This design comes from an exercise in tuning for small area, a short achievable clock period and few clock cycles on the open sky130 flow, not from production work. Function was checked by simulation only, so behaviour that the tests miss may differ from the original. No activity file was given, so power comes from the tool's default toggle rates.

==> flow/design.v, too long to show whole: its modules and the start of the top module <==
// module ysyx_23060203_CLINT: 32 lines
// module ysyx_23060203_MemArb: 181 lines
// module ysyx_23060203_XBar: 106 lines
// module ysyx_23060203_ALU: 78 lines
// module ysyx_23060203_DIV: 93 lines
// module ysyx_23060203_MUL_radix_4: 65 lines
// module ysyx_23060203_LSU: 213 lines
// module ysyx_23060203_EXU: 234 lines
// module ysyx_23060203_BRU: 20 lines
// module ysyx_23060203_IDU: 195 lines
// module ysyx_23060203_ICache: 165 lines
// module ysyx_23060203_IFU: 77 lines
// module ysyx_23060203_GPR: 20 lines
// module ysyx_23060203_MMU: 155 lines
// module ysyx_23060203_WBU: 157 lines
// module ysyx_23060203_CPU: 381 lines
// module ysyx_23060203: 105 lines
module ysyx_23060203 (
  input clock, reset,
  input io_interrupt,
  input         io_master_awready,
  output        io_master_awvalid,
  output [31:0] io_master_awaddr,
  output [3:0]  io_master_awid,
  output [7:0]  io_master_awlen,
  output [2:0]  io_master_awsize,
  output [1:0]  io_master_awburst,
  input         io_master_wready,
  output        io_master_wvalid,
  output [31:0] io_master_wdata,
  output [3:0]  io_master_wstrb,
  output        io_master_wlast,
  output        io_master_bready,
  input         io_master_bvalid,
  input  [1:0]  io_master_bresp,
  input  [3:0]  io_master_bid,
  input         io_master_arready,
  output        io_master_arvalid,
  output [31:0] io_master_araddr,
  output [3:0]  io_master_arid,
  output [7:0]  io_master_arlen,
  output [2:0]  io_master_arsize,
  output [1:0]  io_master_arburst,
  output        io_master_rready,
  input         io_master_rvalid,
  input  [1:0]  io_master_rresp,
  input  [31:0] io_master_rdata,
  input         io_master_rlast,
  input  [3:0]  io_master_rid,
  output        io_slave_awready,
  input         io_slave_awvalid,
  input  [31:0] io_slave_awaddr,
  input  [3:0]  io_slave_awid,
  input  [7:0]  io_slave_awlen,
  input  [2:0]  io_slave_awsize,
  input  [1:0]  io_slave_awburst,
  output        io_slave_wready,
  input         io_slave_wvalid,
  input  [31:0] io_slave_wdata,
  input  [3:0]  io_slave_wstrb,
  input         io_slave_wlast,
  input         io_slave_bready,
  output        io_slave_bvalid,
  output [1:0]  io_slave_bresp,
  output [3:0]  io_slave_bid,
  output        io_slave_arready,
  input         io_slave_arvalid,
  input  [31:0] io_slave_araddr,
  input  [3:0]  io_slave_arid,
  input  [7:0]  io_slave_arlen,
  input  [2:0]  io_slave_arsize,
  input  [1:0]  io_slave_arburst,
  input         io_slave_rready,
  output        io_slave_rvalid,
  output [1:0]  io_slave_rresp,
  output [31:0] io_slave_rdata,
  output        io_slave_rlast,
  output [3:0]  io_slave_rid
);
  // ...
==> flow/run.sh <==
#!/bin/bash
# synth_recipe.tcl (not shown) runs the flow's synth.tcl, then flattens the netlist and writes it again
# the make line also repeats each setting of config.mk as NAME=value (left out here)
make -C /OpenROAD-flow-scripts/flow DESIGN_CONFIG=/design/flow/config.mk WORK_HOME=/design/flow/orfs CLKGATE_MAP_FILE= SYNTH_SCRIPT=/design/flow/synth_recipe.tcl finish
==> flow/config.mk <==
export PLATFORM = sky130hd
export DESIGN_NAME = ysyx_23060203
export DESIGN_NICKNAME = ysyx_23060203
export VERILOG_FILES = /design/flow/design.v
export SDC_FILE = /design/flow/constraint.sdc
export NUM_CORES = 4
export LEC_CHECK = 0
export CAP_MARGIN = 20
export CORE_MARGIN = 2
export CORE_UTILIZATION = 40
export SLEW_MARGIN = 20
==> flow/constraint.sdc <==
create_clock -name core_clock -period 12.0 [get_ports {clock}]
set_input_delay 2.4000 -clock core_clock [delete_from_list [all_inputs] [get_ports {clock}]]
set_output_delay 2.4000 -clock core_clock [all_outputs]
set_load 0.01 [all_outputs]
==> flow_summary.toml, run 1 <==
[outcome]
outcome = "finished clean"

[power]
total_power_mw = 29.0
comb_cell_power_mw = 5.57

[placed_design]
io_buffers = 149
dpl.cell_count = 18800

[grt]
grtUsageMet1_pct = 39.5
grt-ovfl-total = 0

[worst_setup_path]
cp-end-kind = "output pin"
critPathRequiredTime_ps = 9600
crit_slowest_cell = "edfxtp_1"
crit_type = "flop to output pin"
crit_path_start = "NPC_CPU.EXU.LSU.addr[24]"
r2r_slack_ps = 3730

[layout]
largestRegisters = "NPC_CPU.GPR.r x992, NPC_CPU.IFU.ICache.line_data x480"
dominant_cells = "registers"
clock_buffers = 442
final_common_cell = "edfxtp_1"
area_growth_pct = 11.8

[die]
start_util_pct = 40.2
rows = 238

[clocking]
clkLatencyLatePin_ps = 1010
cts_setup_buffers = 0

[detailed_routing]
drt-vias-per-instance = 6.43

[yosys]
synth-seq-area-share_pct = 53.1
yosysMostFrequentCell = "edfxtp_1"

[timing]
fin_crit_ps = 8760
setup-violations-final = 0
Testbench counts, summed over its fixed seeds: cycles 32,584.
==> module ysyx_23060203_MemArb, before the edit <==
module ysyx_23060203_MemArb (
  input clock, reset,
  input wbuf_busy,
  output logic ifu_r_arready,
  input ifu_r_arvalid,
  input [31:0] ifu_r_araddr,
  input [3:0] ifu_r_arid,
  input [7:0] ifu_r_arlen,
  input [2:0] ifu_r_arsize,
  input [1:0] ifu_r_arburst,
  input ifu_r_rready,
  output logic ifu_r_rvalid,
  output logic [1:0] ifu_r_rresp,
  output logic [31:0] ifu_r_rdata,
  output logic ifu_r_rlast,
  output logic [3:0] ifu_r_rid,
  output logic lsu_r_arready,
  input lsu_r_arvalid,
  input [31:0] lsu_r_araddr,
  input [3:0] lsu_r_arid,
  input [7:0] lsu_r_arlen,
  input [2:0] lsu_r_arsize,
  input [1:0] lsu_r_arburst,
  input lsu_r_rready,
  output logic lsu_r_rvalid,
  output logic [1:0] lsu_r_rresp,
  output logic [31:0] lsu_r_rdata,
  output logic lsu_r_rlast,
  output logic [3:0] lsu_r_rid,
  output logic mmu_r_arready,
  input mmu_r_arvalid_raw,
  input [31:0] mmu_r_araddr,
  input [3:0] mmu_r_arid,
  input [7:0] mmu_r_arlen,
  input [2:0] mmu_r_arsize,
  input [1:0] mmu_r_arburst,
  input mmu_r_rready,
  output logic mmu_r_rvalid,
  output logic [1:0] mmu_r_rresp,
  output logic [31:0] mmu_r_rdata,
  output logic mmu_r_rlast,
  output logic [3:0] mmu_r_rid,
  input ram_r_arready,
  output logic ram_r_arvalid,
  output logic [31:0] ram_r_araddr,
  output logic [3:0] ram_r_arid,
  output logic [7:0] ram_r_arlen,
  output logic [2:0] ram_r_arsize,
  output logic [1:0] ram_r_arburst,
  output logic ram_r_rready,
  input ram_r_rvalid,
  input [1:0] ram_r_rresp,
  input [31:0] ram_r_rdata,
  input ram_r_rlast,
  input [3:0] ram_r_rid
);
  typedef enum logic [1:0] {
    ST_IDLE,
    ST_IFU,
    ST_LSU,
    ST_MMU
  } state_t;
  wire st_idle = state == ST_IDLE;
  wire st_ifu = state == ST_IFU;
  wire st_lsu = state == ST_LSU;
  wire st_mmu = state == ST_MMU;
  state_t state, state_next;
  always @(posedge clock) begin
    if (reset) begin
      state <= ST_IDLE;
    end else begin
      state <= state_next;
    end
  end
  wire mmu_r_arvalid = mmu_r_arvalid_raw & (st_mmu | ~wbuf_busy);
  wire idle_mmu = st_idle & mmu_r_arvalid;
  wire idle_lsu = st_idle & ~mmu_r_arvalid & lsu_r_arvalid;
  wire idle_ifu = st_idle & ~mmu_r_arvalid & ~lsu_r_arvalid & ifu_r_arvalid;
  wire g_mmu = st_mmu | idle_mmu;
  wire g_lsu = st_lsu | idle_lsu;
  wire g_ifu = st_ifu | idle_ifu;
  wire rhs = ram_r_rready & ram_r_rvalid & ram_r_rlast;
  always_comb begin
    state_next = state;
    if (st_idle) begin
      if (idle_mmu) begin
        state_next = ST_MMU;
      end else if (idle_lsu) begin
        state_next = ST_LSU;
      end else if (idle_ifu) begin
        state_next = ST_IFU;
      end
    end else begin
      if (rhs) begin
        state_next = ST_IDLE;
      end
    end
  end
  always_comb begin
    if (g_ifu) begin
      ram_r_arvalid = ifu_r_arvalid;
      ram_r_araddr = ifu_r_araddr;
      ram_r_arid = ifu_r_arid;
      ram_r_arlen = ifu_r_arlen;
      ram_r_arsize = ifu_r_arsize;
      ram_r_arburst = ifu_r_arburst;
      ram_r_rready = ifu_r_rready;
    end else if (g_lsu) begin
      ram_r_arvalid = lsu_r_arvalid;
      ram_r_araddr = lsu_r_araddr;
      ram_r_arid = lsu_r_arid;
      ram_r_arlen = lsu_r_arlen;
      ram_r_arsize = lsu_r_arsize;
      ram_r_arburst = lsu_r_arburst;
      ram_r_rready = lsu_r_rready;
    end else if (g_mmu) begin
      ram_r_arvalid = mmu_r_arvalid;
      ram_r_araddr = mmu_r_araddr;
      ram_r_arid = mmu_r_arid;
      ram_r_arlen = mmu_r_arlen;
      ram_r_arsize = mmu_r_arsize;
      ram_r_arburst = mmu_r_arburst;
      ram_r_rready = mmu_r_rready;
    end else begin
      ram_r_arvalid = 0;
      ram_r_araddr = 0;
      ram_r_arid = 0;
      ram_r_arlen = 0;
      ram_r_arsize = 0;
      ram_r_arburst = 0;
      ram_r_rready = 0;
    end
  end
  always_comb begin
    if (g_ifu) begin
      ifu_r_arready = ram_r_arready;
      ifu_r_rvalid = ram_r_rvalid;
      ifu_r_rresp = ram_r_rresp;
      ifu_r_rdata = ram_r_rdata;
      ifu_r_rlast = ram_r_rlast;
      ifu_r_rid = ram_r_rid;
    end else begin
      ifu_r_arready = 0;
      ifu_r_rvalid = 0;
      ifu_r_rresp = 0;
      ifu_r_rdata = 0;
      ifu_r_rlast = 0;
      ifu_r_rid = 0;
    end
    if (g_lsu) begin
      lsu_r_arready = ram_r_arready;
      lsu_r_rvalid = ram_r_rvalid;
      lsu_r_rresp = ram_r_rresp;
      lsu_r_rdata = ram_r_rdata;
      lsu_r_rlast = ram_r_rlast;
      lsu_r_rid = ram_r_rid;
    end else begin
      lsu_r_arready = 0;
      lsu_r_rvalid = 0;
      lsu_r_rresp = 0;
      lsu_r_rdata = 0;
      lsu_r_rlast = 0;
      lsu_r_rid = 0;
    end
    if (g_mmu) begin
      mmu_r_arready = ram_r_arready;
      mmu_r_rvalid = ram_r_rvalid;
      mmu_r_rresp = ram_r_rresp;
      mmu_r_rdata = ram_r_rdata;
      mmu_r_rlast = ram_r_rlast;
      mmu_r_rid = ram_r_rid;
    end else begin
      mmu_r_arready = 0;
      mmu_r_rvalid = 0;
      mmu_r_rresp = 0;
      mmu_r_rdata = 0;
      mmu_r_rlast = 0;
      mmu_r_rid = 0;
    end
  end
endmodule
==> module ysyx_23060203_XBar, before the edit <==
module ysyx_23060203_XBar (
  input clock, reset,
  output logic read_arready,
  input read_arvalid,
  input [31:0] read_araddr,
  input [3:0] read_arid,
  input [7:0] read_arlen,
  input [2:0] read_arsize,
  input [1:0] read_arburst,
  input read_rready,
  output logic read_rvalid,
  output logic [1:0] read_rresp,
  output logic [31:0] read_rdata,
  output logic read_rlast,
  output logic [3:0] read_rid,
  input soc_r_arready,
  output logic soc_r_arvalid,
  output logic [31:0] soc_r_araddr,
  output logic [3:0] soc_r_arid,
  output logic [7:0] soc_r_arlen,
  output logic [2:0] soc_r_arsize,
  output logic [1:0] soc_r_arburst,
  output logic soc_r_rready,
  input soc_r_rvalid,
  input [1:0] soc_r_rresp,
  input [31:0] soc_r_rdata,
  input soc_r_rlast,
  input [3:0] soc_r_rid,
  input clint_r_arready,
  output logic clint_r_arvalid,
  output logic [31:0] clint_r_araddr,
  output logic [3:0] clint_r_arid,
  output logic [7:0] clint_r_arlen,
  output logic [2:0] clint_r_arsize,
  output logic [1:0] clint_r_arburst,
  output logic clint_r_rready,
  input clint_r_rvalid,
  input [1:0] clint_r_rresp,
  input [31:0] clint_r_rdata,
  input clint_r_rlast,
  input [3:0] clint_r_rid
);
  typedef enum logic [2:0] {
    ST_IDLE  = 3'b001,
    ST_SOC   = 3'b010,
    ST_CLINT = 3'b100
  } state_t;
  wire st_idle  = state[0];
  wire st_soc   = state[1];
  wire st_clint = state[2];
  state_t state, state_next;
  always @(posedge clock) begin
    if (reset) begin
      state <= ST_IDLE;
    end else begin
      state <= state_next;
    end
  end
  wire req_clint;
    assign req_clint = (read_araddr[31:16] == 16'h0200);
  always_comb begin
    state_next = state;
    if (st_idle) begin
      if (read_arready & read_arvalid) begin
        if (req_clint) begin
          state_next = ST_CLINT;
        end else begin
          state_next = ST_SOC;
        end
      end
    end else begin
      if (read_rready & read_rvalid & read_rlast) begin
        state_next = ST_IDLE;
      end
    end
  end
  assign read_arready = st_idle & (req_clint ? clint_r_arready : soc_r_arready);
  assign clint_r_arvalid = st_idle & req_clint & read_arvalid;
  assign clint_r_araddr = read_araddr;
  assign clint_r_arid = read_arid;
  assign clint_r_arlen = read_arlen;
  assign clint_r_arsize = read_arsize;
  assign clint_r_arburst = read_arburst;
  assign soc_r_arvalid = st_idle & ~req_clint & read_arvalid;
  assign soc_r_araddr = read_araddr;
  assign soc_r_arid = read_arid;
  assign soc_r_arlen = read_arlen;
  assign soc_r_arsize = read_arsize;
  assign soc_r_arburst = read_arburst;
  assign clint_r_rready = st_clint & read_rready;
  assign soc_r_rready = st_soc & read_rready;
  assign read_rvalid = (st_clint & clint_r_rvalid) | (st_soc & soc_r_rvalid);
  always_comb begin
    if (st_clint) begin
      read_rresp = clint_r_rresp;
      read_rdata = clint_r_rdata;
      read_rlast = clint_r_rlast;
      read_rid = clint_r_rid;
    end else begin
      read_rresp = soc_r_rresp;
      read_rdata = soc_r_rdata;
      read_rlast = soc_r_rlast;
      read_rid = soc_r_rid;
    end
  end
endmodule
==> module ysyx_23060203_ALU, before the edit <==
module ysyx_23060203_ALU (
  input [31:0] alu_a,
  input [31:0] alu_b,
  input [2:0] funct,
  input sw,
  output reg [31:0] val
);
localparam ALU_ADD = 3'b000;
localparam ALU_SHL = 3'b001;
localparam ALU_LTS = 3'b010;
localparam ALU_LTU = 3'b011;
localparam ALU_XOR = 3'b100;
localparam ALU_SHR = 3'b101;
localparam ALU_OR  = 3'b110;
localparam ALU_AND = 3'b111;
localparam BR_BEQ  = 3'b000;
localparam BR_BNE  = 3'b001;
localparam BR_BLT  = 3'b100;
localparam BR_BGE  = 3'b101;
localparam BR_BLTU = 3'b110;
localparam BR_BGEU = 3'b111;
localparam OP_LUI    = 5'b01101;
localparam OP_AUIPC  = 5'b00101;
localparam OP_JAL    = 5'b11011;
localparam OP_JALR   = 5'b11001;
localparam OP_BRANCH = 5'b11000;
localparam OP_LOAD   = 5'b00000;
localparam OP_STORE  = 5'b01000;
localparam OP_RI     = 5'b00100;
localparam OP_RR     = 5'b01100;
localparam OP_SYS    = 5'b11100;
localparam OP_FENCEI = 5'b00011;
localparam logic [11:0] CSR_MSTATUS  = 12'h300;
localparam logic [11:0] CSR_MTVEC    = 12'h305;
localparam logic [11:0] CSR_MEPC     = 12'h341;
localparam logic [11:0] CSR_MCAUSE   = 12'h342;
localparam logic [11:0] CSR_SATP     = 12'h180;
localparam logic [11:0] CSR_MSCRATCH = 12'h340;
localparam logic [11:0] CSR_MVENDORID = 12'hf11;
localparam logic [11:0] CSR_MARCHID   = 12'hf12;
localparam logic [2:0] CSRF_RW  = 3'b001;
localparam logic [2:0] CSRF_RS  = 3'b010;
localparam logic [2:0] CSRF_RC  = 3'b011;
localparam logic [2:0] CSRF_RWI = 3'b101;
localparam logic [2:0] CSRF_RSI = 3'b110;
localparam logic [2:0] CSRF_RCI = 3'b111;
  wire sub = sw | (funct == ALU_LTS) | (funct == ALU_LTU);
  wire [31:0] a = alu_a;
  wire [31:0] b = alu_b ^ {32{sub}};
  reg [31:0] e;
  reg cf;  
  wire sf = e[31];  
  wire of = (a[31] == b[31]) & (sf ^ a[31]);  
  wire [4:0] shift = alu_b[4:0];
  wire signed [31:0] sra = $signed(a) >>> $signed(shift);
  wire [31:0] srl = a >> shift;
  wire [31:0] shr = sw ? sra : srl;
  always_comb begin
    cf = 0;
    case (funct)
      ALU_ADD, ALU_LTS, ALU_LTU:
        {cf, e} = a + b + {31'b0, sub}; 
      ALU_SHL: e = a << shift;
      ALU_XOR: e = a ^ b;
      ALU_SHR: e = shr;
      ALU_OR : e = a | b;
      ALU_AND: e = a & b;
      default: e = 32'b0;
    endcase
  end
  always_comb begin
    case (funct)
      ALU_LTS: val = {31'b0, sf ^ of};
      ALU_LTU: val = {31'b0, ~cf};
      default: val = e;
    endcase
  end
endmodule
==> module ysyx_23060203_DIV, before the edit <==
module ysyx_23060203_DIV (
  input clock, reset,
  input flush,
  output in_ready,
  input in_valid,
  input in_sign,
  input [31:0] in_a, in_b,
  input out_ready,
  output out_valid,
  output [31:0] out_quot,
  output [31:0] out_rem
);
  parameter ST_HOLD = 6'b111111;
  parameter ST_IDLE = 6'd32;
  parameter ST_NORM = 6'd33;
  reg [5:0] state, state_next;
  wire st_hold = state == ST_HOLD;
  wire st_idle = state == ST_IDLE;
  wire st_norm = state == ST_NORM;
  reg [63:0] a, a_next;
  reg [31:0] b, b_next;
  reg qs, qs_next;
  reg rs, rs_next;
  reg [31:0] q, q_next;
  wire [32:0] rem = a[63:31] - {1'b0, b};
  function automatic [5:0] clz32(input [31:0] v);
    integer i;
    reg found;
    clz32 = 6'd32;
    found = 0;
    for (i = 31; i >= 0; i = i - 1) begin
      if (v[i] & ~found) begin
        clz32 = 6'(31 - i);
        found = 1;
      end
    end
  endfunction
  wire [5:0] clz_a = clz32(a[31:0]);
  wire [5:0] clz_b = clz32(b);
  wire       b_zero = ~(|b);
  wire [5:0] sh_b = 6'd31 - clz_b;
  wire [5:0] sh = b_zero ? 6'd0 : ((clz_a > sh_b) ? clz_a : sh_b);
  wire [63:0] a_norm = {32'b0, a[31:0]} << sh;
  always @(posedge clock) begin
    if (reset) begin
      state <= ST_IDLE;
    end else begin
      state <= state_next;
      a <= a_next;
      b <= b_next;
      qs <= qs_next;
      rs <= rs_next;
      q <= q_next;
    end
  end
  wire in_as = in_a[31] & in_sign;
  wire in_bs = in_b[31] & in_sign;
  always_comb begin
    state_next = state;
    a_next = a;
    b_next = b;
    qs_next = qs;
    rs_next = rs;
    q_next = q;
    if (in_ready & in_valid) begin
      state_next = ST_NORM;
      a_next = {32'b0, ({32{in_as}} ^ in_a) + {31'b0, in_as}};
      b_next = ({32{in_bs}} ^ in_b) + {31'b0, in_bs};
      qs_next = (in_a[31] ^ in_b[31]) & in_sign & (|in_b);
      rs_next = in_a[31] & in_sign;
    end else if (st_idle) begin
      ;
    end else if (st_hold) begin
      if (flush | out_ready) begin
        state_next = ST_IDLE;
      end
    end else if (flush) begin
      state_next = ST_IDLE;
    end else if (st_norm) begin
      a_next = a_norm;
      q_next = 32'b0;
      state_next = 6'd31 - sh;  
    end else begin
      state_next = state - 1;
      a_next = rem[32] ? {a[62:0], 1'b0} : {rem[31:0], a[30:0], 1'b0};
      q_next = {q[30:0], ~rem[32]};
    end
  end
  assign in_ready = st_idle | flush | (out_ready & st_hold);
  assign out_valid = st_hold & ~flush;
  assign out_quot = ({32{qs}} ^ q) + {31'b0, qs};
  assign out_rem  = ({32{rs}} ^ a[63:32]) + {31'b0, rs};
endmodule
==> module ysyx_23060203_MUL_radix_4, before the edit <==
module ysyx_23060203_MUL_radix_4 (
  input clock, reset,
  input flush,
  output in_ready,
  input in_valid,
  input [1:0] in_sign,
  input [31:0] in_a, in_b,
  input out_ready,
  output out_valid,
  output [63:0] out_prod
);
  localparam [3:0] ST_IDLE = 4'd0;
  localparam [3:0] ST_HOLD = 4'd10;
  reg [3:0] state;
  wire st_idle = state == ST_IDLE;
  wire st_hold = state == ST_HOLD;
  wire st_busy = ~st_idle & ~st_hold;
  reg [33:0] a;       
  reg [37:0] hi;      
  reg [35:0] lb;      
  reg        prev;    
  function automatic [37:0] booth(input [2:0] bits, input [33:0] m);
    reg [37:0] m1;
    begin
      m1 = {{4{m[33]}}, m};
      case (bits)
        3'b001, 3'b010: booth = m1;
        3'b011:         booth = m1 << 1;
        3'b100:         booth = -(m1 << 1);
        3'b101, 3'b110: booth = -m1;
        default:        booth = 38'b0;
      endcase
    end
  endfunction
  wire [37:0] pp0 = booth({lb[1], lb[0], prev}, a);
  wire [37:0] pp1 = booth({lb[3], lb[2], lb[1]}, a);
  wire [37:0] sum = hi + pp0 + (pp1 << 2);
  always @(posedge clock) begin
    if (reset) begin
      state <= ST_IDLE;
    end else if (in_ready & in_valid) begin
      state <= 4'd1;
    end else if (st_hold) begin
      if (flush | out_ready) state <= ST_IDLE;
    end else if (st_busy) begin
      if (flush) state <= ST_IDLE;
      else state <= state + 4'd1;
    end
  end
  always @(posedge clock) begin
    if (in_ready & in_valid) begin
      a <= {{2{in_sign[1] & in_a[31]}}, in_a};
      lb <= {{4{in_sign[0] & in_b[31]}}, in_b};
      hi <= 38'b0;
      prev <= 1'b0;
    end else if (st_busy) begin
      hi <= {{4{sum[37]}}, sum[37:4]};
      lb <= {sum[3:0], lb[35:4]};
      prev <= lb[3];
    end
  end
  assign in_ready = st_idle | flush | (out_ready & st_hold);
  assign out_valid = st_hold & ~flush;
  assign out_prod = {hi[27:0], lb};
endmodule
==> inputs of run 2 (changes only) <==
--- a/flow/design.v
+++ b/flow/design.v
@@ -73,4 +73,8 @@
   input clock, reset,
   input wbuf_busy,
+  input wbuf_busy_next,
+  input ifu_r_arvalid_next,
+  input lsu_r_arvalid_next,
+  input mmu_r_arvalid_next,
   output logic ifu_r_arready,
   input ifu_r_arvalid,
@@ -113,4 +117,5 @@
   output logic [3:0] mmu_r_rid,
   input ram_r_arready,
+  output ram_r_clint,
   output logic ram_r_arvalid,
   output logic [31:0] ram_r_araddr,
@@ -144,24 +149,22 @@
     end
   end
-  wire mmu_r_arvalid = mmu_r_arvalid_raw & (st_mmu | ~wbuf_busy);
-  wire idle_mmu = st_idle & mmu_r_arvalid;
-  wire idle_lsu = st_idle & ~mmu_r_arvalid & lsu_r_arvalid;
-  wire idle_ifu = st_idle & ~mmu_r_arvalid & ~lsu_r_arvalid & ifu_r_arvalid;
-  wire g_mmu = st_mmu | idle_mmu;
-  wire g_lsu = st_lsu | idle_lsu;
-  wire g_ifu = st_ifu | idle_ifu;
+  wire mmu_r_arvalid = mmu_r_arvalid_raw;
+  wire g_mmu = st_mmu;
+  wire g_lsu = st_lsu;
+  wire g_ifu = st_ifu;
+  assign ram_r_clint = (g_ifu & (ifu_r_araddr[31:16] == 16'h0200)) |
+                       (g_lsu & (lsu_r_araddr[31:16] == 16'h0200)) |
+                       (g_mmu & (mmu_r_araddr[31:16] == 16'h0200));
   wire rhs = ram_r_rready & ram_r_rvalid & ram_r_rlast;
   always_comb begin
     state_next = state;
-    if (st_idle) begin
-      if (idle_mmu) begin
+    if (st_idle | rhs) begin
+      if (mmu_r_arvalid_next & ~wbuf_busy_next) begin
         state_next = ST_MMU;
-      end else if (idle_lsu) begin
+      end else if (lsu_r_arvalid_next) begin
         state_next = ST_LSU;
-      end else if (idle_ifu) begin
+      end else if (ifu_r_arvalid_next) begin
         state_next = ST_IFU;
-      end
-    end else begin
-      if (rhs) begin
+      end else begin
         state_next = ST_IDLE;
       end
@@ -255,4 +258,5 @@
   output logic read_arready,
   input read_arvalid,
+  input read_clint,
   input [31:0] read_araddr,
   input [3:0] read_arid,
@@ -310,5 +314,5 @@
   end
   wire req_clint;
-    assign req_clint = (read_araddr[31:16] == 16'h0200);
+  assign req_clint = read_clint;
   always_comb begin
     state_next = state;
@@ -362,4 +366,5 @@
   input [2:0] funct,
   input sw,
+  input sub,    
   output reg [31:0] val
 );
@@ -403,5 +408,4 @@
 localparam logic [2:0] CSRF_RSI = 3'b110;
 localparam logic [2:0] CSRF_RCI = 3'b111;
-  wire sub = sw | (funct == ALU_LTS) | (funct == ALU_LTU);
   wire [31:0] a = alu_a;
   wire [31:0] b = alu_b ^ {32{sub}};
@@ -441,22 +445,25 @@
   input in_valid,
   input in_sign,
+  input in_rem,      
   input [31:0] in_a, in_b,
   input out_ready,
   output out_valid,
-  output [31:0] out_quot,
-  output [31:0] out_rem
+  output [31:0] out_val
 );
   parameter ST_HOLD = 6'b111111;
   parameter ST_IDLE = 6'd32;
   parameter ST_NORM = 6'd33;
+  parameter ST_SHIFT = 6'd34;
   reg [5:0] state, state_next;
   wire st_hold = state == ST_HOLD;
   wire st_idle = state == ST_IDLE;
   wire st_norm = state == ST_NORM;
+  wire st_shift = state == ST_SHIFT;
+  reg [5:0] sh_r;
   reg [63:0] a, a_next;
   reg [31:0] b, b_next;
   reg qs, qs_next;
   reg rs, rs_next;
-  reg [31:0] q, q_next;
+  reg sel_rem, sel_rem_next;
   wire [32:0] rem = a[63:31] - {1'b0, b};
   function automatic [5:0] clz32(input [31:0] v);
@@ -477,5 +484,6 @@
   wire [5:0] sh_b = 6'd31 - clz_b;
   wire [5:0] sh = b_zero ? 6'd0 : ((clz_a > sh_b) ? clz_a : sh_b);
-  wire [63:0] a_norm = {32'b0, a[31:0]} << sh;
+  wire [63:0] a_norm = {32'b0, a[31:0]} << sh_r;
+  always @(posedge clock) if (st_norm) sh_r <= sh;
   always @(posedge clock) begin
     if (reset) begin
@@ -487,5 +495,5 @@
       qs <= qs_next;
       rs <= rs_next;
-      q <= q_next;
+      sel_rem <= sel_rem_next;
     end
   end
@@ -498,5 +506,5 @@
     qs_next = qs;
     rs_next = rs;
-    q_next = q;
+    sel_rem_next = sel_rem;
     if (in_ready & in_valid) begin
       state_next = ST_NORM;
@@ -505,4 +513,5 @@
       qs_next = (in_a[31] ^ in_b[31]) & in_sign & (|in_b);
       rs_next = in_a[31] & in_sign;
+      sel_rem_next = in_rem;
     end else if (st_idle) begin
       ;
@@ -514,17 +523,18 @@
       state_next = ST_IDLE;
     end else if (st_norm) begin
+      state_next = ST_SHIFT;
+    end else if (st_shift) begin
       a_next = a_norm;
-      q_next = 32'b0;
-      state_next = 6'd31 - sh;  
+      state_next = 6'd31 - sh_r;  
     end else begin
       state_next = state - 1;
-      a_next = rem[32] ? {a[62:0], 1'b0} : {rem[31:0], a[30:0], 1'b0};
-      q_next = {q[30:0], ~rem[32]};
+      a_next = rem[32] ? {a[62:0], 1'b0} : {rem[31:0], a[30:0], 1'b1};
     end
   end
   assign in_ready = st_idle | flush | (out_ready & st_hold);
   assign out_valid = st_hold & ~flush;
-  assign out_quot = ({32{qs}} ^ q) + {31'b0, qs};
-  assign out_rem  = ({32{rs}} ^ a[63:32]) + {31'b0, rs};
+  wire [31:0] res = sel_rem ? a[63:32] : a[31:0];
+  wire neg = sel_rem ? rs : qs;
+  assign out_val = ({32{neg}} ^ res) + {31'b0, neg};
 endmodule
 module ysyx_23060203_MUL_radix_4 (
@@ -551,18 +561,22 @@
   function automatic [37:0] booth(input [2:0] bits, input [33:0] m);
     reg [37:0] m1;
+    reg [37:0] sel;
     begin
       m1 = {{4{m[33]}}, m};
       case (bits)
-        3'b001, 3'b010: booth = m1;
-        3'b011:         booth = m1 << 1;
-        3'b100:         booth = -(m1 << 1);
-        3'b101, 3'b110: booth = -m1;
-        default:        booth = 38'b0;
+        3'b001, 3'b010, 3'b101, 3'b110: sel = m1;
+        3'b011, 3'b100:                 sel = m1 << 1;
+        default:                        sel = 38'b0;
       endcase
+      booth = (bits[2] & ~(&bits)) ? ~sel : sel;
     end
   endfunction
-  wire [37:0] pp0 = booth({lb[1], lb[0], prev}, a);
-  wire [37:0] pp1 = booth({lb[3], lb[2], lb[1]}, a);
-  wire [37:0] sum = hi + pp0 + (pp1 << 2);
+  wire [2:0] d0 = {lb[1], lb[0], prev};
+  wire [2:0] d1 = {lb[3], lb[2], lb[1]};
+  wire neg0 = d0[2] & ~(&d0);
+  wire neg1 = d1[2] & ~(&d1);
+  wire [37:0] pp0 = booth(d0, a);
+  wire [37:0] pp1 = booth(d1, a);
+  wire [37:0] sum = hi + pp0 + {pp1[35:0], 2'b00} + {35'b0, neg1, 1'b0, neg0};
   always @(posedge clock) begin
     if (reset) begin
@@ -597,4 +611,5 @@
   input mem_r_arready,
   output logic mem_r_arvalid,
+  output mem_r_arvalid_next,
   output logic [31:0] mem_r_araddr,
   output logic [3:0] mem_r_arid,
@@ -625,4 +640,5 @@
   input vm_on,
   output wbuf_busy,
+  output wbuf_busy_next,
   output store_fast,
   output in_ready,
@@ -656,8 +672,7 @@
   reg [3:0]       wb_s    [WB_N];
   reg [1:0]       wb_z    [WB_N];
-  reg [WB_W-1:0]  wb_head, wb_tail;
   reg             wb_aw_done, wb_w_done;
-  wire wb_valid = wb_v[wb_head];
-  wire wb_full  = wb_v[wb_tail];
+  wire wb_valid = wb_v[0];
+  wire wb_full  = wb_v[WB_N-1];
   wire aw_hs = mem_w_awvalid & mem_w_awready;
   wire w_hs  = mem_w_wvalid & mem_w_wready;
@@ -685,21 +700,33 @@
   wire [31:0] wb_src_addr = wb_push_fast ? alu_val : addr;
   reg ld_conflict;
+  reg ld_conflict_next;
   always_comb begin
-    ld_conflict = 0;
+    ld_conflict_next = 0;
     for (integer i = 0; i < WB_N; i = i + 1) begin
-      if (wb_v[i] & (wb_a[i][31:2] == addr[31:2])) ld_conflict = 1;
+      if (wb_v[i] & ~(wb_done & (i == 0)) & (wb_a[i][11:2] == addr_next[11:2]))
+        ld_conflict_next = 1;
     end
   end
+  always @(posedge clock) ld_conflict <= ld_conflict_next;
+  reg [WB_N-1:0] wb_v_sh, wb_push_at;
+  always_comb begin
+    for (integer i = 0; i < WB_N; i = i + 1) begin
+      wb_v_sh[i] = wb_done ? ((i == WB_N-1) ? 1'b0 : wb_v[(i == WB_N-1) ? i : i+1]) : wb_v[i];
+    end
+    for (integer i = 0; i < WB_N; i = i + 1) begin
+      wb_push_at[i] = wb_push & ~wb_v_sh[i] & ((i == 0) ? 1'b1 : wb_v_sh[(i == 0) ? 0 : i-1]);
+    end
+  end
+  assign wbuf_busy_next = |(wb_v_sh | wb_push_at);
+  wire [31:0] wb_new_d = st_data(val_c, wb_src_addr[1:0]);
+  wire [3:0]  wb_new_s = st_strb(ls[1:0], wb_src_addr[1:0]);
   always @(posedge clock) begin
     if (reset) begin
       for (integer i = 0; i < WB_N; i = i + 1) wb_v[i] <= 0;
-      wb_head <= 0;
-      wb_tail <= 0;
       wb_aw_done <= 0;
       wb_w_done <= 0;
     end else begin
+      for (integer i = 0; i < WB_N; i = i + 1) wb_v[i] <= wb_v_sh[i] | wb_push_at[i];
       if (wb_done) begin
-        wb_v[wb_head] <= 0;
-        wb_head <= wb_head + 1'b1;
         wb_aw_done <= 0;
         wb_w_done <= 0;
@@ -708,16 +735,19 @@
         if (w_hs) wb_w_done <= 1;
       end
-      if (wb_push) begin
-        wb_v[wb_tail] <= 1;
-        wb_tail <= wb_tail + 1'b1;
-      end
     end
   end
   always @(posedge clock) begin
-    if (wb_push) begin
-      wb_a[wb_tail] <= wb_src_addr;
-      wb_d[wb_tail] <= st_data(val_c, wb_src_addr[1:0]);
-      wb_s[wb_tail] <= st_strb(ls[1:0], wb_src_addr[1:0]);
-      wb_z[wb_tail] <= ls[1:0];
+    for (integer i = 0; i < WB_N; i = i + 1) begin
+      if (wb_push_at[i]) begin
+        wb_a[i] <= wb_src_addr;
+        wb_d[i] <= wb_new_d;
+        wb_s[i] <= wb_new_s;
+        wb_z[i] <= ls[1:0];
+      end else if (wb_done & (i != WB_N-1)) begin
+        wb_a[i] <= wb_a[(i == WB_N-1) ? i : i+1];
+        wb_d[i] <= wb_d[(i == WB_N-1) ? i : i+1];
+        wb_s[i] <= wb_s[(i == WB_N-1) ? i : i+1];
+        wb_z[i] <= wb_z[(i == WB_N-1) ? i : i+1];
+      end
     end
   end
@@ -778,4 +808,5 @@
   assign out_valid = st_hold;
   assign mem_r_arvalid = (state == ST_LOAD_REQ) & ~ld_conflict;
+  assign mem_r_arvalid_next = (state_next == ST_LOAD_REQ) & ~ld_conflict_next;
   assign mem_r_araddr = addr;
   assign mem_r_arid = 4'b0;
@@ -795,12 +826,12 @@
   assign out_rdata = load_val;
   assign mem_w_awvalid = wb_valid & ~wb_aw_done;
-  assign mem_w_awaddr = wb_a[wb_head];
+  assign mem_w_awaddr = wb_a[0];
   assign mem_w_awid = 4'b0;
   assign mem_w_awlen = 8'b0;
-  assign mem_w_awsize = {1'b0, wb_z[wb_head]};
+  assign mem_w_awsize = {1'b0, wb_z[0]};
   assign mem_w_awburst = 2'b0;
   assign mem_w_wvalid = wb_valid & ~wb_w_done;
-  assign mem_w_wdata = wb_d[wb_head];
-  assign mem_w_wstrb = wb_s[wb_head];
+  assign mem_w_wdata = wb_d[0];
+  assign mem_w_wstrb = wb_s[0];
   assign mem_w_wlast = 1'b1;
   assign mem_w_bready = 1'b1;
@@ -819,6 +850,8 @@
   input vm_on,
   output wbuf_busy,
+  output wbuf_busy_next,
   input mem_r_arready,
   output logic mem_r_arvalid,
+  output mem_r_arvalid_next,
   output logic [31:0] mem_r_araddr,
   output logic [3:0] mem_r_arid,
@@ -856,4 +889,5 @@
   input [ 2:0] in_alu_funct,
   input        in_alu_sw,
+  input        in_alu_sub,
   input        in_mul,
   input [ 4:0] in_rd,
@@ -886,4 +920,5 @@
   reg [ 2:0] alu_funct;
   reg        alu_sw;
+  reg        alu_sub;
   reg        mul;
   reg [ 4:0] rd;
@@ -903,28 +938,33 @@
     end if (in_ready & in_valid) begin
       valid <= 1;
-      pc <= in_pc;
-      dnpc <= in_dnpc;
-      alt <= in_alt;
-      br <= in_br;
-      jalr <= in_jalr;
-      pred <= in_pred;
-      val_a <= in_val_a;
-      val_b <= in_val_b;
-      val_c <= in_val_c;
-      alu_funct <= in_alu_funct;
-      alu_sw <= in_alu_sw;
-      mul <= in_mul;
-      rd <= in_rd;
-      rd_src <= in_rd_src;
-      ls <= in_ls;
-      zicsr <= in_zicsr;
-      csr_src <= in_csr_src;
-      exc <= in_exc;
-      ret <= in_ret;
-      fencei <= in_fencei;
     end else if (out_ready & out_valid) begin
       valid <= 0;
     end
   end
+  always @(posedge clock) begin
+    if (in_ready) begin
+        pc <= in_pc;
+        dnpc <= in_dnpc;
+        alt <= in_alt;
+        br <= in_br;
+        jalr <= in_jalr;
+        pred <= in_pred;
+        val_a <= in_val_a;
+        val_b <= in_val_b;
+        val_c <= in_val_c;
+        alu_funct <= in_alu_funct;
+        alu_sw <= in_alu_sw;
+        alu_sub <= in_alu_sub;
+        mul <= in_mul;
+        rd <= in_rd;
+        rd_src <= in_rd_src;
+        ls <= in_ls;
+        zicsr <= in_zicsr;
+        csr_src <= in_csr_src;
+        exc <= in_exc;
+        ret <= in_ret;
+        fencei <= in_fencei;
+    end
+  end
   assign in_ready = ~valid | (out_ready & out_valid);
   assign out_valid = ~flush & valid & exec_out_valid;
@@ -950,5 +990,5 @@
     exec_en_r_next = exec_en_r;
     if (flush) exec_en_r_next = 0;
-    else if (in_ready & in_valid) exec_en_r_next = 1;
+    else if (in_ready) exec_en_r_next = in_valid;
     else if (exec_en_r) begin
       if (lsu_en) begin
@@ -977,8 +1017,9 @@
   ysyx_23060203_ALU ALU (
     .alu_a(val_a), .alu_b(val_b),
-    .funct(alu_funct), .sw(alu_sw),
+    .funct(alu_funct), .sw(alu_sw), .sub(alu_sub),
     .val(alu_val)
   );
   wire lsu_en = |ls;
+  wire [31:0] lsu_addr = val_a + val_b;
   wire lsu_in_ready, lsu_out_valid;
   wire [31:0] lsu_val;
@@ -987,10 +1028,10 @@
   ysyx_23060203_LSU LSU (
     .clock(clock), .reset(reset),
-    .mem_r_arready(mem_r_arready), .mem_r_arvalid(mem_r_arvalid), .mem_r_araddr(mem_r_araddr), .mem_r_arid(mem_r_arid), .mem_r_arlen(mem_r_arlen), .mem_r_arsize(mem_r_arsize), .mem_r_arburst(mem_r_arburst), .mem_r_rready(mem_r_rready), .mem_r_rvalid(mem_r_rvalid), .mem_r_rdata(mem_r_rdata), .mem_w_awvalid(mem_w_awvalid), .mem_w_awready(mem_w_awready), .mem_w_awaddr(mem_w_awaddr), .mem_w_awid(mem_w_awid), .mem_w_awlen(mem_w_awlen), .mem_w_awsize(mem_w_awsize), .mem_w_awburst(mem_w_awburst), .mem_w_wready(mem_w_wready), .mem_w_wvalid(mem_w_wvalid), .mem_w_wdata(mem_w_wdata), .mem_w_wstrb(mem_w_wstrb), .mem_w_wlast(mem_w_wlast), .mem_w_bready(mem_w_bready), .mem_w_bvalid(mem_w_bvalid),
+    .mem_r_arready(mem_r_arready), .mem_r_arvalid(mem_r_arvalid), .mem_r_arvalid_next(mem_r_arvalid_next), .mem_r_araddr(mem_r_araddr), .mem_r_arid(mem_r_arid), .mem_r_arlen(mem_r_arlen), .mem_r_arsize(mem_r_arsize), .mem_r_arburst(mem_r_arburst), .mem_r_rready(mem_r_rready), .mem_r_rvalid(mem_r_rvalid), .mem_r_rdata(mem_r_rdata), .mem_w_awvalid(mem_w_awvalid), .mem_w_awready(mem_w_awready), .mem_w_awaddr(mem_w_awaddr), .mem_w_awid(mem_w_awid), .mem_w_awlen(mem_w_awlen), .mem_w_awsize(mem_w_awsize), .mem_w_awburst(mem_w_awburst), .mem_w_wready(mem_w_wready), .mem_w_wvalid(mem_w_wvalid), .mem_w_wdata(mem_w_wdata), .mem_w_wstrb(mem_w_wstrb), .mem_w_wlast(mem_w_wlast), .mem_w_bready(mem_w_bready), .mem_w_bvalid(mem_w_bvalid),
     .mmu_valid(mmu_valid), .mmu_vaddr(mmu_vaddr),
     .mmu_hit(mmu_hit), .mmu_paddr(mmu_paddr),
-    .vm_on(vm_on), .wbuf_busy(lsu_wbuf_busy), .store_fast(lsu_store_fast),
+    .vm_on(vm_on), .wbuf_busy(lsu_wbuf_busy), .wbuf_busy_next(wbuf_busy_next), .store_fast(lsu_store_fast),
     .in_ready(lsu_in_ready), .in_valid(exec_en & lsu_en),
-    .ls(ls), .alu_val(alu_val), .val_c(val_c),
+    .ls(ls), .alu_val(lsu_addr), .val_c(val_c),
     .out_ready(out_ready), .out_valid(lsu_out_valid),
     .out_rdata(lsu_val)
@@ -1011,12 +1052,11 @@
   wire div_sign = ~alu_funct[0];
   wire div_in_ready, div_out_valid;
-  wire [31:0] div_quot, div_rem;
-  wire [31:0] div_val = alu_funct[1] ? div_rem : div_quot;
+  wire [31:0] div_val;
   ysyx_23060203_DIV DIV (
     .clock(clock), .reset(reset), .flush(0),
     .in_ready(div_in_ready), .in_valid(exec_en & div_en),
-    .in_sign(div_sign), .in_a(val_a), .in_b(val_b),
+    .in_sign(div_sign), .in_rem(alu_funct[1]), .in_a(val_a), .in_b(val_b),
     .out_ready(out_ready), .out_valid(div_out_valid),
-    .out_quot(div_quot), .out_rem(div_rem)
+    .out_val(div_val)
   );
   assign out_gpr_waddr = rd;
@@ -1088,4 +1128,5 @@
   output reg [ 2:0] out_alu_funct,
   output reg        out_alu_sw,
+  output            out_alu_sub,
   output            out_mul,
   output reg [ 4:0] out_rd,
@@ -1147,6 +1188,4 @@
     end else if (in_valid & in_ready) begin
       valid <= 1;
-      pc <= in_pc;
-      inst <= in_inst;
     end else begin
       if (out_valid & out_ready) begin
@@ -1156,4 +1195,10 @@
   end
   assign in_ready = ~valid | out_ready;
+  always @(posedge clock) begin
+    if (in_ready) begin
+      pc <= in_pc;
+      inst <= in_inst;
+    end
+  end
   assign out_valid = valid & ~flush;
   assign out_pc = pc;
@@ -1191,8 +1236,9 @@
   wire is_jal = opcode == OP_JAL;
   wire is_br = opcode == OP_BRANCH;
-  wire [31:0] pc_tgt = pc + (is_jal ? imm_j : imm_b);
+  wire [31:0] tgt_j = pc + imm_j;
+  wire [31:0] tgt_b = pc + imm_b;
   wire [31:0] pc_plus4 = pc + 32'h4;
-  assign out_dnpc = (is_jal | (is_br & inst[31])) ? pc_tgt : pc_plus4;
-  assign out_alt = inst[31] ? pc_plus4 : pc_tgt;
+  assign out_dnpc = is_jal ? tgt_j : ((is_br & inst[31]) ? tgt_b : pc_plus4);
+  assign out_alt = inst[31] ? pc_plus4 : tgt_b;
   assign out_br = is_br;
   assign out_jalr = opcode == OP_JALR;
@@ -1234,4 +1280,5 @@
     endcase
   end
+  assign out_alu_sub = out_alu_sw | (out_alu_funct == ALU_LTS) | (out_alu_funct == ALU_LTU);
   assign out_mul = (opcode == OP_RR) & funct7[0];
   always_comb begin
@@ -1268,4 +1315,5 @@
   input mem_r_arready,
   output logic mem_r_arvalid,
+  output mem_r_arvalid_next,
   output logic [31:0] mem_r_araddr,
   output logic [3:0] mem_r_arid,
@@ -1378,4 +1426,5 @@
   assign mmu_vaddr = {rf_tag, rf_index, rf_off, 2'b00};
   assign mem_r_arvalid = st_req;
+  assign mem_r_arvalid_next = state_next == ST_REQ;
   assign mem_r_araddr = paddr;
   assign mem_r_arid = 0;
@@ -1424,4 +1473,5 @@
   input mem_r_arready,
   output logic mem_r_arvalid,
+  output mem_r_arvalid_next,
   output logic [31:0] mem_r_araddr,
   output logic [3:0] mem_r_arid,
@@ -1457,20 +1507,19 @@
     .mmu_valid(mmu_valid), .mmu_vaddr(mmu_vaddr),
     .mmu_hit(mmu_hit), .mmu_paddr(mmu_paddr),
-    .mem_r_arready(mem_r_arready), .mem_r_arvalid(mem_r_arvalid), .mem_r_araddr(mem_r_araddr), .mem_r_arid(mem_r_arid), .mem_r_arlen(mem_r_arlen), .mem_r_arsize(mem_r_arsize), .mem_r_arburst(mem_r_arburst), .mem_r_rready(mem_r_rready), .mem_r_rvalid(mem_r_rvalid), .mem_r_rdata(mem_r_rdata), .mem_r_rlast(mem_r_rlast)
+    .mem_r_arready(mem_r_arready), .mem_r_arvalid(mem_r_arvalid), .mem_r_arvalid_next(mem_r_arvalid_next), .mem_r_araddr(mem_r_araddr), .mem_r_arid(mem_r_arid), .mem_r_arlen(mem_r_arlen), .mem_r_arsize(mem_r_arsize), .mem_r_arburst(mem_r_arburst), .mem_r_rready(mem_r_rready), .mem_r_rvalid(mem_r_rvalid), .mem_r_rdata(mem_r_rdata), .mem_r_rlast(mem_r_rlast)
   );
-  wire [31:0] imm_b =
-    {{20{cache_inst[31]}}, cache_inst[7], cache_inst[30:25], cache_inst[11:8], 1'b0};
-  wire [31:0] imm_j =
-    {{12{cache_inst[31]}}, cache_inst[19:12], cache_inst[20], cache_inst[30:21], 1'b0};
-  reg [31:0] pc_incr;
-  always_comb begin
-    case (cache_inst[6:2])
-      5'b11000: pc_incr = cache_inst[31] ? imm_b : 32'h4;
-      5'b11011: pc_incr = imm_j;
-      5'b11100: pc_incr = 0;  
-      default : pc_incr = 32'h4;
-    endcase
-  end
-  wire [31:0] fetch_pc_pred = fetch_pc + pc_incr;
+  wire [31:0] o_imm_b =
+    {{20{out_inst[31]}}, out_inst[7], out_inst[30:25], out_inst[11:8], 1'b0};
+  wire [31:0] o_imm_j =
+    {{12{out_inst[31]}}, out_inst[19:12], out_inst[20], out_inst[30:21], 1'b0};
+  wire o_jal = out_inst[6:2] == 5'b11011;
+  wire o_br  = out_inst[6:2] == 5'b11000;
+  wire o_sys = out_inst[6:2] == 5'b11100;
+  wire o_taken = o_jal | (o_br & out_inst[31]);
+  wire [31:0] pred_tgt = out_pc + (o_jal ? o_imm_j : o_imm_b);
+  reg out_new;    
+  reg sys_hold;
+  wire redirect = out_new & o_taken;
+  wire block = (out_new & o_sys) | sys_hold;
   wire flush = jump_flush | cs_flush;
   wire [31:0] dnpc = cs_flush ? cs_dnpc : jump_dnpc;
@@ -1478,13 +1527,20 @@
   reg out_valid_r;
   wire out_step_en = ~out_valid_r | out_ready;
-  wire step = hit & out_step_en;
-  wire out_valid_r_next = flush ? 1'b0 : (out_step_en ? hit : out_valid_r);
-  wire [31:0] fetch_pc_next = flush ? dnpc : (step ? fetch_pc_pred : fetch_pc);
+  wire fetch_ok = hit & ~redirect & ~block;
+  wire step = fetch_ok & out_step_en;
+  wire out_valid_r_next = flush ? 1'b0 : (out_step_en ? fetch_ok : out_valid_r);
+  wire [31:0] fetch_pc_next = flush ? dnpc :
+                              redirect ? pred_tgt :
+                              step ? {fetch_pc[31:2] + 1'b1, fetch_pc[1:0]} : fetch_pc;
   always @(posedge clock) begin
     if (reset) begin
       out_valid_r <= 0;
+      out_new <= 0;
+      sys_hold <= 0;
       fetch_pc <= 32'h30000000;
     end else begin
       out_valid_r <= out_valid_r_next;
+      out_new <= ~flush & step;
+      sys_hold <= ~flush & (sys_hold | (out_new & o_sys));
       fetch_pc <= fetch_pc_next;
     end
@@ -1523,4 +1579,5 @@
   input mem_r_arready,
   output logic mem_r_arvalid,
+  output mem_r_arvalid_next,
   output logic [31:0] mem_r_araddr,
   output logic [3:0] mem_r_arid,
@@ -1665,4 +1722,5 @@
   end
   assign mem_r_arvalid = st_req;
+  assign mem_r_arvalid_next = state_next[1];
   assign mem_r_araddr = ptw_raddr;
   assign mem_r_arid = 0;
@@ -1903,5 +1961,5 @@
   ysyx_23060203_IFU IFU (
     .clock(clock), .reset(reset),
-    .mem_r_arready(ifu_mem_r_arready), .mem_r_arvalid(ifu_mem_r_arvalid), .mem_r_araddr(ifu_mem_r_araddr), .mem_r_arid(ifu_mem_r_arid), .mem_r_arlen(ifu_mem_r_arlen), .mem_r_arsize(ifu_mem_r_arsize), .mem_r_arburst(ifu_mem_r_arburst), .mem_r_rready(ifu_mem_r_rready), .mem_r_rvalid(ifu_mem_r_rvalid), .mem_r_rdata(ifu_mem_r_rdata), .mem_r_rlast(ifu_mem_r_rlast),
+    .mem_r_arready(ifu_mem_r_arready), .mem_r_arvalid(ifu_mem_r_arvalid), .mem_r_arvalid_next(ifu_mem_r_arvalid_next), .mem_r_araddr(ifu_mem_r_araddr), .mem_r_arid(ifu_mem_r_arid), .mem_r_arlen(ifu_mem_r_arlen), .mem_r_arsize(ifu_mem_r_arsize), .mem_r_arburst(ifu_mem_r_arburst), .mem_r_rready(ifu_mem_r_rready), .mem_r_rvalid(ifu_mem_r_rvalid), .mem_r_rdata(ifu_mem_r_rdata), .mem_r_rlast(ifu_mem_r_rlast),
     .jump_flush(jump_flush), .jump_dnpc(jump_dnpc),
     .cs_flush(cs_flush), .cs_dnpc(cs_dnpc),
@@ -1931,4 +1989,5 @@
   wire [2:0]  idu_out_alu_funct;
   wire        idu_out_alu_sw;
+  wire        idu_out_alu_sub;
   wire        idu_out_mul;
   wire [4:0]  idu_out_rd;
@@ -1961,4 +2020,5 @@
     .out_alu_funct(idu_out_alu_funct),
     .out_alu_sw(idu_out_alu_sw),
+    .out_alu_sub(idu_out_alu_sub),
     .out_mul(idu_out_mul),
     .out_rd(idu_out_rd),
@@ -1971,5 +2031,6 @@
     .out_fencei(idu_out_fencei)
   );
-  wire wbuf_busy;
+  wire wbuf_busy, wbuf_busy_next;
+  wire ifu_mem_r_arvalid_next, lsu_mem_r_arvalid_next, mmu_mem_r_arvalid_next;
   wire [4:0] exu_rd;
   wire [31:0] exu_rd_val;
@@ -2024,6 +2085,6 @@
     .mmu_valid(lsu_mmu_valid), .mmu_vaddr(lsu_mmu_vaddr),
     .mmu_hit(lsu_mmu_hit), .mmu_paddr(lsu_mmu_paddr),
-    .vm_on(csr_satp[31]), .wbuf_busy(wbuf_busy),
-    .mem_r_arready(lsu_mem_r_arready), .mem_r_arvalid(lsu_mem_r_arvalid), .mem_r_araddr(lsu_mem_r_araddr), .mem_r_arid(lsu_mem_r_arid), .mem_r_arlen(lsu_mem_r_arlen), .mem_r_arsize(lsu_mem_r_arsize), .mem_r_arburst(lsu_mem_r_arburst), .mem_r_rready(lsu_mem_r_rready), .mem_r_rvalid(lsu_mem_r_rvalid), .mem_r_rdata(lsu_mem_r_rdata),
+    .vm_on(csr_satp[31]), .wbuf_busy(wbuf_busy), .wbuf_busy_next(wbuf_busy_next),
+    .mem_r_arready(lsu_mem_r_arready), .mem_r_arvalid(lsu_mem_r_arvalid), .mem_r_arvalid_next(lsu_mem_r_arvalid_next), .mem_r_araddr(lsu_mem_r_araddr), .mem_r_arid(lsu_mem_r_arid), .mem_r_arlen(lsu_mem_r_arlen), .mem_r_arsize(lsu_mem_r_arsize), .mem_r_arburst(lsu_mem_r_arburst), .mem_r_rready(lsu_mem_r_rready), .mem_r_rvalid(lsu_mem_r_rvalid), .mem_r_rdata(lsu_mem_r_rdata),
     .mem_w_awvalid(io_out_awvalid), .mem_w_awready(io_out_awready), .mem_w_awaddr(io_out_awaddr), .mem_w_awid(io_out_awid), .mem_w_awlen(io_out_awlen), .mem_w_awsize(io_out_awsize), .mem_w_awburst(io_out_awburst), .mem_w_wready(io_out_wready), .mem_w_wvalid(io_out_wvalid), .mem_w_wdata(io_out_wdata), .mem_w_wstrb(io_out_wstrb), .mem_w_wlast(io_out_wlast), .mem_w_bready(io_out_bready), .mem_w_bvalid(io_out_bvalid),
     .in_ready(exu_in_ready),
@@ -2037,4 +2098,5 @@
     .in_alu_funct(idu_out_alu_funct),
     .in_alu_sw(idu_out_alu_sw),
+    .in_alu_sub(idu_out_alu_sub),
     .in_mul(idu_out_mul),
     .in_rd(idu_out_rd),
@@ -2128,5 +2190,5 @@
     .flush(flush_tlb),
     .csr_satp(csr_satp),
-    .mem_r_arready(mmu_mem_r_arready), .mem_r_arvalid(mmu_mem_r_arvalid), .mem_r_araddr(mmu_mem_r_araddr), .mem_r_arid(mmu_mem_r_arid), .mem_r_arlen(mmu_mem_r_arlen), .mem_r_arsize(mmu_mem_r_arsize), .mem_r_arburst(mmu_mem_r_arburst), .mem_r_rready(mmu_mem_r_rready), .mem_r_rvalid(mmu_mem_r_rvalid), .mem_r_rdata(mmu_mem_r_rdata),
+    .mem_r_arready(mmu_mem_r_arready), .mem_r_arvalid(mmu_mem_r_arvalid), .mem_r_arvalid_next(mmu_mem_r_arvalid_next), .mem_r_araddr(mmu_mem_r_araddr), .mem_r_arid(mmu_mem_r_arid), .mem_r_arlen(mmu_mem_r_arlen), .mem_r_arsize(mmu_mem_r_arsize), .mem_r_arburst(mmu_mem_r_arburst), .mem_r_rready(mmu_mem_r_rready), .mem_r_rvalid(mmu_mem_r_rvalid), .mem_r_rdata(mmu_mem_r_rdata),
     .ifu_valid(ifu_mmu_valid), .ifu_vaddr(ifu_mmu_vaddr),
     .ifu_hit(ifu_mmu_hit), .ifu_paddr(ifu_mmu_paddr),
@@ -2135,4 +2197,5 @@
   );
   wire mem_r_arready;
+  wire mem_r_clint;
   wire mem_r_arvalid;
   wire [31:0] mem_r_araddr;
@@ -2165,7 +2228,8 @@
   ysyx_23060203_MemArb MemArb (
     .clock(clock), .reset(reset),
-    .wbuf_busy(wbuf_busy),
+    .wbuf_busy(wbuf_busy), .wbuf_busy_next(wbuf_busy_next),
+    .ifu_r_arvalid_next(ifu_mem_r_arvalid_next), .lsu_r_arvalid_next(lsu_mem_r_arvalid_next), .mmu_r_arvalid_next(mmu_mem_r_arvalid_next),
     .ifu_r_arready(ifu_mem_r_arready), .ifu_r_arvalid(ifu_mem_r_arvalid), .ifu_r_araddr(ifu_mem_r_araddr), .ifu_r_arid(ifu_mem_r_arid), .ifu_r_arlen(ifu_mem_r_arlen), .ifu_r_arsize(ifu_mem_r_arsize), .ifu_r_arburst(ifu_mem_r_arburst), .ifu_r_rready(ifu_mem_r_rready), .ifu_r_rvalid(ifu_mem_r_rvalid), .ifu_r_rresp(ifu_mem_r_rresp), .ifu_r_rdata(ifu_mem_r_rdata), .ifu_r_rlast(ifu_mem_r_rlast), .ifu_r_rid(ifu_mem_r_rid), .lsu_r_arready(lsu_mem_r_arready), .lsu_r_arvalid(lsu_mem_r_arvalid), .lsu_r_araddr(lsu_mem_r_araddr), .lsu_r_arid(lsu_mem_r_arid), .lsu_r_arlen(lsu_mem_r_arlen), .lsu_r_arsize(lsu_mem_r_arsize), .lsu_r_arburst(lsu_mem_r_arburst), .lsu_r_rready(lsu_mem_r_rready), .lsu_r_rvalid(lsu_mem_r_rvalid), .lsu_r_rresp(lsu_mem_r_rresp), .lsu_r_rdata(lsu_mem_r_rdata), .lsu_r_rlast(lsu_mem_r_rlast), .lsu_r_rid(lsu_mem_r_rid), .mmu_r_arready(mmu_mem_r_arready), .mmu_r_arvalid_raw(mmu_mem_r_arvalid), .mmu_r_araddr(mmu_mem_r_araddr), .mmu_r_arid(mmu_mem_r_arid), .mmu_r_arlen(mmu_mem_r_arlen), .mmu_r_arsize(mmu_mem_r_arsize), .mmu_r_arburst(mmu_mem_r_arburst), .mmu_r_rready(mmu_mem_r_rready), .mmu_r_rvalid(mmu_mem_r_rvalid), .mmu_r_rresp(mmu_mem_r_rresp), .mmu_r_rdata(mmu_mem_r_rdata), .mmu_r_rlast(mmu_mem_r_rlast), .mmu_r_rid(mmu_mem_r_rid),
-    .ram_r_arready(mem_r_arready), .ram_r_arvalid(mem_r_arvalid), .ram_r_araddr(mem_r_araddr), .ram_r_arid(mem_r_arid), .ram_r_arlen(mem_r_arlen), .ram_r_arsize(mem_r_arsize), .ram_r_arburst(mem_r_arburst), .ram_r_rready(mem_r_rready), .ram_r_rvalid(mem_r_rvalid), .ram_r_rresp(mem_r_rresp), .ram_r_rdata(mem_r_rdata), .ram_r_rlast(mem_r_rlast), .ram_r_rid(mem_r_rid)
+    .ram_r_arready(mem_r_arready), .ram_r_clint(mem_r_clint), .ram_r_arvalid(mem_r_arvalid), .ram_r_araddr(mem_r_araddr), .ram_r_arid(mem_r_arid), .ram_r_arlen(mem_r_arlen), .ram_r_arsize(mem_r_arsize), .ram_r_arburst(mem_r_arburst), .ram_r_rready(mem_r_rready), .ram_r_rvalid(mem_r_rvalid), .ram_r_rresp(mem_r_rresp), .ram_r_rdata(mem_r_rdata), .ram_r_rlast(mem_r_rlast), .ram_r_rid(mem_r_rid)
   );
   wire clint_r_arready;
@@ -2200,5 +2264,5 @@
   ysyx_23060203_XBar Xbar (
     .clock(clock), .reset(reset),
-    .read_arready(mem_r_arready), .read_arvalid(mem_r_arvalid), .read_araddr(mem_r_araddr), .read_arid(mem_r_arid), .read_arlen(mem_r_arlen), .read_arsize(mem_r_arsize), .read_arburst(mem_r_arburst), .read_rready(mem_r_rready), .read_rvalid(mem_r_rvalid), .read_rresp(mem_r_rresp), .read_rdata(mem_r_rdata), .read_rlast(mem_r_rlast), .read_rid(mem_r_rid),
+    .read_arready(mem_r_arready), .read_clint(mem_r_clint), .read_arvalid(mem_r_arvalid), .read_araddr(mem_r_araddr), .read_arid(mem_r_arid), .read_arlen(mem_r_arlen), .read_arsize(mem_r_arsize), .read_arburst(mem_r_arburst), .read_rready(mem_r_rready), .read_rvalid(mem_r_rvalid), .read_rresp(mem_r_rresp), .read_rdata(mem_r_rdata), .read_rlast(mem_r_rlast), .read_rid(mem_r_rid),
     .soc_r_arready(io_out_arready), .soc_r_arvalid(io_out_arvalid), .soc_r_araddr(io_out_araddr), .soc_r_arid(io_out_arid), .soc_r_arlen(io_out_arlen), .soc_r_arsize(io_out_arsize), .soc_r_arburst(io_out_arburst), .soc_r_rready(io_out_rready), .soc_r_rvalid(io_out_rvalid), .soc_r_rresp(io_out_rresp), .soc_r_rdata(io_out_rdata), .soc_r_rlast(io_out_rlast), .soc_r_rid(io_out_rid), .clint_r_arready(clint_r_arready), .clint_r_arvalid(clint_r_arvalid), .clint_r_araddr(clint_r_araddr), .clint_r_arid(clint_r_arid), .clint_r_arlen(clint_r_arlen), .clint_r_arsize(clint_r_arsize), .clint_r_arburst(clint_r_arburst), .clint_r_rready(clint_r_rready), .clint_r_rvalid(clint_r_rvalid), .clint_r_rresp(clint_r_rresp), .clint_r_rdata(clint_r_rdata), .clint_r_rlast(clint_r_rlast), .clint_r_rid(clint_r_rid)
   );
--- a/flow/config.mk
+++ b/flow/config.mk
@@ -9,3 +9,4 @@
 export CORE_MARGIN = 2
 export CORE_UTILIZATION = 40
+export SETUP_SLACK_MARGIN = 5
 export SLEW_MARGIN = 20
==> run 2 against run 1 <==
Against the previous run: critical path depth fell by 1; register-to-register slack better by 1800 ps; design area shrank 0.67%; utilization shrank 0.21 points; still clean; flip-flop and latch count shrank 29; highest routed layer unchanged; fmax increased by 35%.
==> flow_summary.toml, run 2 <==
[power]
power_density_nw_per_um2 = 157
total_power_mw = 29.4
p_leak_nw = 64.0
peakVddDrop_v = 0.000362

[detailed_routing]
vias = 124000
drt-vias-per-instance = 6.40
drt-initial-drc-count = 18100
drc = 0
drtPass1Iterations = 12
ant_nets = 0
avgRoutedWirePerCell_um = 33.8
drt-total-wl_um = 656000

[clocking]
cts-root-buf = "clkbuf_16"
clockBufferDepth = 4
holdBufCountCts = 0
htreeDepth = 5
clkTransAtPathRegs_ps = 60
cts_resized = 0
cts_tree = "built"
cts-buffers-inserted = 338
clkLatencyLatePin_ps = 1030
cts_setup_buffers = 0
clock-sinks = 3040

[layout]
final_common_cell = "edfxtp_1"
largestRegisters = "NPC_CPU.GPR.r x992, NPC_CPU.IFU.ICache.line_data x480"
area_growth_pct = 11.5
fin_area_um2 = 187000
instances_no_fill = 19400
largest_register = "NPC_CPU.GPR.r"
nNetsFinal = 14200
final_util_pct = 44.7
largest_register_ffs = 992
drive_gt1_share_pct = 15.6
final_cell_mix = "2,785 x edfxtp_1, 1,098 x nand2_1, 1,067 x nor2_1"

[worst_setup_path]
critPathRequiredTime_ps = 12720
cp_cell_sequence = "buf_4 > buf_4 > mux4_2 > mux2_2 > a221oi_1 > nand3_1 > nor2_1 > a2111oi_2 > a211oi_1 > o31ai_4 > buf_6"
critical_path.max_fanout = 56
r2r_slack_ps = 5490
cp-end-kind = "flop"
cp.arrival_ps = 7220
crit_slowest_cell = "nor2_1"
crit_path_max_incr_delay_ps = 1000
crit_type = "flop to flop"
startpoint_type = "flop"
path_common_cell = "buf_4"

[yosys]
synth_area_leaders = "edfxtp_1 50%, mux4_2 11%, dfxtp_1 3.0%"
synth_flop_cell = "edfxtp_1"
synth-seq-cells = 3040
synth_top_area_share_pct = 49.7
synth_area_leader_cell = "edfxtp_1"
synth.cell_area_um2 = 168000
synth-seq-area-share_pct = 52.8
synthMuxAreaShare_pct = 15.0
yosysMostFrequentCell = "edfxtp_1"
syn_area_per_cell_um2 = 12.2
ys.warnings.count = 21
synth-compound-area-share_pct = 12.1
synth_adder_area_share_pct = 3.06
synth_xor_xnor_area_share_pct = 4.11
syn_inst = 13700
ys_types = 112
yosys.area_share.simple_pct = 9.26
synth.top_cells.by_count = "2,785 x edfxtp_1, 1,133 x nor2_1, 1,108 x nand2_1"
ys_async_sr_fraction_pct = 0
synth_top_family_by_area = "multiplexers"
synth_edf_count = 2785

[placed_design]
gp_congestion = 1.04
dpl.cell_count = 18800
io_buffers = 149
preCtsSetupSlack_ps = 5810
placed_cell_area_um2 = 176000
place_hpwl_um = 450000

[grt]
track_usage_pct = 29.9
grt-ovfl-total = 0
grt_antenna_before_repair = 42
grt_pass1_wl_um = 907000
grt_pass1_vias = 116000
grt_max_degree = 143

[die]
start_util_pct = 40.1
io_pins = 383
dieWidth_um = 652
die_h_um = 652
rows = 238
die-area_um2 = 426000
coreArea_um2 = 419000

[timing]
fin_ws_ps = 5490
tns_ps = 0
timing.hold.ws_ps = 378
drv_slew = 0
finalCritPeriodShare_pct = 54.2
tightest_slew_ps = 1270
slew_headroom_pct = 14.5
fin_skew_ps = 64.5
fin_crit_ps = 6510
setup-violations-final = 0
clock.fmax_ghz = 0.154
timing_hold_violations_final = 0
rsz0062_at_grt = "no"

[outcome]
outcome = "finished clean"

[job]
cap_violations = 0

[worst_hold_path]
holdCritPathClass = "flop to flop"
==> run 2: routing by layer <==
| metal | track usage, % | share of wire (%) |
|---|---|---|
| met5 | 0 | 0.025 |
| met4 | 16.5 | 6.5 |
| met3 | 7.54 | 11 |
| met2 | 44.1 | 43 |
| met1 | 40.3 | 39 |
==> run 2: cell type report <==
| class | count | area (µm²) |
|---|---|---|
| fillers | 38100 | 232000 |
| flip-flops and latches | 3040 | 88800 |
| multi-input cells | 9283 | 74500 |
| clock buffers | 422 | 9010 |
| well taps | 5520 | 6910 |
| repair buffers | 553 | 4680 |
| clock inverters | 197 | 1940 |
| inverters | 401 | 1510 |
| diodes | 22 | 55.1 |
==> run 2: power by group <==
group | leakage, nW | switching (mW) | internal [mW] | total (mW)
logic | 30.9 | 3.87 | 2.76 | 6.63
clock network | 5.32 | 4.56 | 5.89 | 10.4
registers | 27.8 | 0.455 | 11.9 | 12.3
==> run 2: critical path, delay by kind of cell, from the launching register on <==
kind / cells / cell delay [ps]
multiplexers: 2 / 960
flip-flops: 1 / 620
buffers and inverters: 3 / 1610
AO/OA/AOI/OAI: 4 / 1850
AND/OR/NAND/NOR: 2 / 1160
==> run 2: logic make-up (layout without fill, tap and decap cells) <==
family,count (synthesis),count (layout)
flops,3040,3040
xor+xnor,785,785
mux,1447,1447
buf+inv,1489,1573
other cells,2,101
compound gates,3164,3164
fa+ha+maj,387,387
simple gates,3421,3421
==> run 2: worst paths after layout <==
path,depth (start not counted),start,endpoint
worst min register to register,1,NPC_CPU.MMU.line_rand,NPC_CPU.MMU.line_rand
worst min-delay path,1,NPC_CPU.MMU.line_rand,NPC_CPU.MMU.line_rand
worst max register to register,11,NPC_CPU.EXU.val_b[1],NPC_CPU.GPR.r[25][15]
worst max-delay path,11,NPC_CPU.EXU.val_b[1],NPC_CPU.GPR.r[25][15]
Testbench counts of run 2, summed over its fixed seeds: cycles 33,230.

==> re-timing with driven ports <==
How much do the figures lean on ideal ports? The routed layouts below were timed once more, with nothing changed but the port constraints.
Step 1 (the two cells are an assumption about what drives the block):
set clk [get_ports {clock}]
set_driving_cell -lib_cell sky130_fd_sc_hd__clkbuf_16 $clk
set_driving_cell -lib_cell sky130_fd_sc_hd__buf_2 [delete_from_list [all_inputs] $clk]
Step 2 times the ports against the registers' clock, not the clock port: input delays grow and output delays shrink by t, the midpoint of the rising clock arrivals with the driver on.
Three values: ideal ports, drivers, drivers and shift; two values: the first two.
run | t (ns) | setup WS [ns] | clock arrival spread, ns | slew at the worst register clock pin (ns) | cell pins on the clock port's net
run 1 | 1.086 | 3.239 / 3.117 / 3.732 | 0.093 / 0.094 | 0.07 / 0.07 | 1
run 2 | 1.101 | 5.491 / 5.491 / 5.491 | 0.069 / 0.069 | 0.08 / 0.08 | 1
After both steps setup and hold are still met in every run listed.
